This design comes from an exercise in tuning for small area, a short achievable clock period and few clock cycles on the open sky130 flow, not from production work.
Only simulation tests tie the RTL to the original design; equivalence was not proved.
No activity file was given, so power comes from the tool's default toggle rates.

// zig_zag_traversal
module zig_zag_traversal (
    input clk,
    input reset,
    output reg done,
    input [5:0] ram_read_addr,
    output [7:0] ram_read_data,
    output [5:0] rom_addr,            
    input  [7:0] rom_data             
);
Size: roughly 1,000 cells after synthesis, roughly 15,000 sq um of cells after synthesis.
==> flow/config.mk <==
export PLATFORM = sky130hd
export DESIGN_NAME = zig_zag_traversal
export DESIGN_NICKNAME = zig_zag_traversal
export VERILOG_FILES = /design/flow/design.v
export SDC_FILE = /design/flow/constraint.sdc
export NUM_CORES = 4
export LEC_CHECK = 0
export CAP_MARGIN = 20
export CORE_MARGIN = 2
export CORE_UTILIZATION = 65
export CTS_CLUSTER_DIAMETER = 100
export CTS_CLUSTER_SIZE = 30
export SETUP_SLACK_MARGIN = 2.5
export SLEW_MARGIN = 20
export SYNTH_HIERARCHICAL = 1
export SYNTH_MINIMUM_KEEP_SIZE = 0
==> flow/constraint.sdc <==
create_clock -name core_clock -period 7.5 [get_ports {clk}]
set_input_delay 1.5000 -clock core_clock [delete_from_list [all_inputs] [get_ports {clk}]]
set_output_delay 1.5000 -clock core_clock [all_outputs]
set_load 0.01 [all_outputs]
standard.sh (not shown) runs the stock make flow with config.mk's settings and CLKGATE_MAP_FILE= SYNTH_SCRIPT=/design/flow/synth_recipe.tcl, a recipe that flattens the netlist after the stock synthesis.
==> flow/flow/run.sh <==
#!/bin/bash
# Own flow: the standard layout, with these changes:
# - after synthesis, the read multiplexer's first-level a22oi gates, which
#   Yosys's mapper gives drive strength 2, are set to drive strength 1
#   (each drives one gate next to it); timing repair sizes up what needs it;
# - the port buffers are buf_4 cells, not the slow delay-buffer cells that
#   buffer_ports picks by default;
# - timing repair may size a cell to any strength, not just to cells of the
#   same footprint.
set -euo pipefail
cd "$(dirname "$0")/.."
bash standard.sh synth > synth.log 2>&1
openroad -no_init -exit flow/resize.tcl > resize.log 2>&1
bash standard.sh "BUFFER_PORTS_ARGS=-buffer_cell sky130_fd_sc_hd__buf_4" \
  MATCH_CELL_FOOTPRINT=0 finish > layout.log 2>&1
==> flow/flow/resize.tcl <==
# Set the read multiplexer's first-level a22oi gates to drive strength 1.
set odb orfs/results/sky130hd/zig_zag_traversal/base/1_synth.odb
read_db $odb
set block [ord::get_db_block]
set db [ord::get_db]
set m1 [$db findMaster sky130_fd_sc_hd__a22oi_1]
set n 0
foreach inst [$block getInsts] {
  if {[[$inst getMaster] getName] ne "sky130_fd_sc_hd__a22oi_2"} { continue }
  set y [$inst findITerm Y]
  set net [$y getNet]
  if {$net eq "NULL"} { continue }
  if {[string match {lvl1*} [$net getName]]} {
    $inst swapMaster $m1
    incr n
  }
}
puts "resized $n a22oi gates to drive strength 1"
write_db $odb
Testbench counts at the start, summed over its fixed seeds: cycles 12,096.
Change:
==> flow/run.sh (new file) <==
#!/bin/bash
# synth_recipe.tcl (not shown) runs the flow's synth.tcl, then flattens the netlist and writes it again
# the make line also repeats each setting of config.mk as NAME=value (left out here)
make -C /OpenROAD-flow-scripts/flow DESIGN_CONFIG=/design/flow/config.mk WORK_HOME=/design/flow/orfs CLKGATE_MAP_FILE= SYNTH_SCRIPT=/design/flow/synth_recipe.tcl finish
- CORE_UTILIZATION: 65 -> 40
removed: flow/flow/run.sh
removed: flow/flow/resize.tcl
removed: flow/standard.sh
=> The changed run completed with no timing, DRC or antenna violations. Clock skew grows by 15 ps. Clock power is about the same. Cell area rises by 6.2%. Sequential power is about the same. First-iteration DRC count came out higher by 11%.
Change:
==> flow/flow/run.sh (new file) <==
#!/bin/bash
# Own flow: the standard layout, with these changes:
# - after synthesis, the read multiplexer's first-level a22oi gates, which
#   Yosys's mapper gives drive strength 2, are set to drive strength 1
#   (each drives one gate next to it); timing repair sizes up what needs it;
# - the port buffers are buf_4 cells, not the slow delay-buffer cells that
#   buffer_ports picks by default;
# - timing repair may size a cell to any strength, not just to cells of the
#   same footprint.
set -euo pipefail
cd "$(dirname "$0")/.."
bash standard.sh synth > synth.log 2>&1
openroad -no_init -exit flow/resize.tcl > resize.log 2>&1
bash standard.sh "BUFFER_PORTS_ARGS=-buffer_cell sky130_fd_sc_hd__buf_4" \
  MATCH_CELL_FOOTPRINT=0 finish > layout.log 2>&1
==> flow/flow/resize.tcl (new file) <==
# Set the read multiplexer's first-level a22oi gates to drive strength 1.
set odb orfs/results/sky130hd/zig_zag_traversal/base/1_synth.odb
read_db $odb
set block [ord::get_db_block]
set db [ord::get_db]
set m1 [$db findMaster sky130_fd_sc_hd__a22oi_1]
set n 0
foreach inst [$block getInsts] {
  if {[[$inst getMaster] getName] ne "sky130_fd_sc_hd__a22oi_2"} { continue }
  set y [$inst findITerm Y]
  set net [$y getNet]
  if {$net eq "NULL"} { continue }
  if {[string match {lvl1*} [$net getName]]} {
    $inst swapMaster $m1
    incr n
  }
}
puts "resized $n a22oi gates to drive strength 1"
write_db $odb
==> flow/standard.sh (new file) <==
#!/bin/bash
# synth_recipe.tcl (not shown) runs the flow's synth.tcl, then flattens the netlist and writes it again
# the make line also repeats each setting of config.mk as NAME=value (left out here)
make -C /OpenROAD-flow-scripts/flow DESIGN_CONFIG=/design/flow/config.mk WORK_HOME=/design/flow/orfs CLKGATE_MAP_FILE= SYNTH_SCRIPT=/design/flow/synth_recipe.tcl "${@:-finish}"
- SETUP_SLACK_MARGIN: 2.5 -> 3.5
removed: flow/run.sh
Outcome: Die area is lower by 2.1%; cell area fell by 1.6%; via count came out higher by 1.7%; count of clock-buffer cells in the layout drops by 1; total power is about the same; sequential power is about the same; synthesized cell count stays the same; setup slack gets better by 280 ps; utilization goes up by 0.37 points; worst hold slack barely changes.
Change:
- CORE_UTILIZATION: 40 -> 72
- SETUP_SLACK_MARGIN: 3.5 -> 3.0
Effect:
- flip-flop and latch count does not change
- first-iteration DRC count climbs by 5.4%
- critical path depth stays the same
- power is about the same
- sequential share of layout area goes up by 0.27 points
- setup slack improved by 28 ps
- via count went up by 5.3%
Change:
- CORE_UTILIZATION: 72 -> 65
What happened: The new run completed without violations; via count came out lower by 3.2%; final area goes down by 0.64%; cell count hardly moves; count of clock-buffer cells in the layout came out higher by 1; core utilization decreases by 8.9 points.

---

zig_zag_traversal, a different RTL version from the one above (not shown whole).
Size in the first run: about 15000 µm² of cells after synthesis.
==> flow/config.mk <==
export PLATFORM = sky130hd
export DESIGN_NAME = zig_zag_traversal
export DESIGN_NICKNAME = zig_zag_traversal
export VERILOG_FILES = /design/flow/design.v
export SDC_FILE = /design/flow/constraint.sdc
export NUM_CORES = 4
export LEC_CHECK = 0
export CAP_MARGIN = 20
export CORE_MARGIN = 2
export CORE_UTILIZATION = 40
export CTS_CLUSTER_DIAMETER = 100
export CTS_CLUSTER_SIZE = 30
export SETUP_SLACK_MARGIN = 3.0
export SLEW_MARGIN = 20
export SYNTH_HIERARCHICAL = 1
export SYNTH_MINIMUM_KEEP_SIZE = 0
==> flow/constraint.sdc <==
create_clock -name core_clock -period 7.5 [get_ports {clk}]
set_input_delay 1.5000 -clock core_clock [delete_from_list [all_inputs] [get_ports {clk}]]
set_output_delay 1.5000 -clock core_clock [all_outputs]
set_load 0.01 [all_outputs]
==> flow/flow/run.sh <==
#!/bin/bash
# Own flow: the standard layout, with these changes:
# - after synthesis, the read multiplexer's first-level a22oi gates, which
#   Yosys's mapper gives drive strength 2, are set to drive strength 1
#   (each drives one gate next to it); timing repair sizes up what needs it;
# - the port buffers are buf_4 cells, not the slow delay-buffer cells that
#   buffer_ports picks by default;
# - timing repair may size a cell to any strength, not just to cells of the
#   same footprint.
set -euo pipefail
cd "$(dirname "$0")/.."
bash standard.sh synth > synth.log 2>&1
openroad -no_init -exit flow/resize.tcl > resize.log 2>&1
bash standard.sh "BUFFER_PORTS_ARGS=-buffer_cell sky130_fd_sc_hd__buf_4" \
  MATCH_CELL_FOOTPRINT=0 finish > layout.log 2>&1
==> flow/flow/resize.tcl <==
# Set the read multiplexer's first-level a22oi gates to drive strength 1.
set odb orfs/results/sky130hd/zig_zag_traversal/base/1_synth.odb
read_db $odb
set block [ord::get_db_block]
set db [ord::get_db]
set m1 [$db findMaster sky130_fd_sc_hd__a22oi_1]
set n 0
foreach inst [$block getInsts] {
  if {[[$inst getMaster] getName] ne "sky130_fd_sc_hd__a22oi_2"} { continue }
  set y [$inst findITerm Y]
  set net [$y getNet]
  if {$net eq "NULL"} { continue }
  if {[string match {lvl1*} [$net getName]]} {
    $inst swapMaster $m1
    incr n
  }
}
puts "resized $n a22oi gates to drive strength 1"
write_db $odb
Testbench counts at the start, summed over its fixed seeds: cycles 12,096.
Then changed:
==> flow/run.sh (new file) <==
#!/bin/bash
# synth_recipe.tcl (not shown) runs the flow's synth.tcl, then flattens the netlist and writes it again
# the make line also repeats each setting of config.mk as NAME=value (left out here)
make -C /OpenROAD-flow-scripts/flow DESIGN_CONFIG=/design/flow/config.mk WORK_HOME=/design/flow/orfs CLKGATE_MAP_FILE= SYNTH_SCRIPT=/design/flow/synth_recipe.tcl finish
--- a/flow/config.mk
+++ b/flow/config.mk
@@ -11,5 +11,5 @@
 export CTS_CLUSTER_DIAMETER = 100
 export CTS_CLUSTER_SIZE = 30
-export SETUP_SLACK_MARGIN = 3.0
+export SETUP_SLACK_MARGIN = 2.5
 export SLEW_MARGIN = 20
 export SYNTH_HIERARCHICAL = 1
removed: flow/flow/run.sh
removed: flow/flow/resize.tcl
removed: flow/standard.sh
=> The new run ran to the end with no violations. Worst setup slack is worse by 0.055 ns. Utilization came out higher by 0.14 points. Cell area came out higher by 1.3%. Non-clock buffer count came out lower by 1.
Then changed:
--- a/flow/config.mk
+++ b/flow/config.mk
@@ -11,5 +11,5 @@
 export CTS_CLUSTER_DIAMETER = 100
 export CTS_CLUSTER_SIZE = 30
-export SETUP_SLACK_MARGIN = 2.5
+export SETUP_SLACK_MARGIN = 3.0
 export SLEW_MARGIN = 20
 export SYNTH_HIERARCHICAL = 1
Result: The new run finished with timing, DRC and antenna clean; cell area is about the same; hold slack is about the same; die area does not change; setup slack degrades by 0.043 ns; synthesized cell count is unchanged; routed wire length stays flat.

-- re-timing with driven ports --
How much do the figures lean on ideal ports? The routed layouts below were timed once more, with nothing changed but the port constraints.
Step 1 (the two cells are an assumption about what drives the block):
set clk [get_ports {clk}]
set_driving_cell -lib_cell sky130_fd_sc_hd__clkbuf_16 $clk
set_driving_cell -lib_cell sky130_fd_sc_hd__buf_2 [delete_from_list [all_inputs] $clk]
Step 2 also shifts input and output timing later by t, the mid clock arrival at the registers, as if the neighbouring blocks saw the same clock.
a / b / c = no drivers / after step 1 / after step 2; a / b = the first two.
| run | shift t [ns] | setup slack, ns | slew at the worst register clock pin (ns) |
|---|---|---|---|
| the first run of note 1 | 0.576 | 2.594 / 2.570 / 2.570 | 0.11 / 0.11 |
| the second run of note 1 | 0.595 | 2.464 / 2.430 / 2.430 | 0.12 / 0.12 |
| the third run of note 1 | 0.597 | 2.748 / 2.685 / 2.685 | 0.11 / 0.11 |
| the fourth run of note 1 | 0.585 | 2.777 / 2.648 / 2.648 | 0.11 / 0.11 |
| the fifth run of note 1 | 0.583 | 2.831 / 2.690 / 2.690 | 0.12 / 0.12 |
| the first run of note 2 | 0.586 | 2.620 / 2.551 / 2.551 | 0.11 / 0.11 |
| the second run of note 2 | 0.587 | 2.566 / 2.535 / 2.535 | 0.11 / 0.11 |
| the third run of note 2 | 0.587 | 2.522 / 2.485 / 2.485 | 0.11 / 0.11 |
After both steps setup and hold are still met in every run listed. For the fifth run of note 1, which loses most, drivers alone change the setup slack by -0.141 ns; drivers and shift together by -0.141 ns.
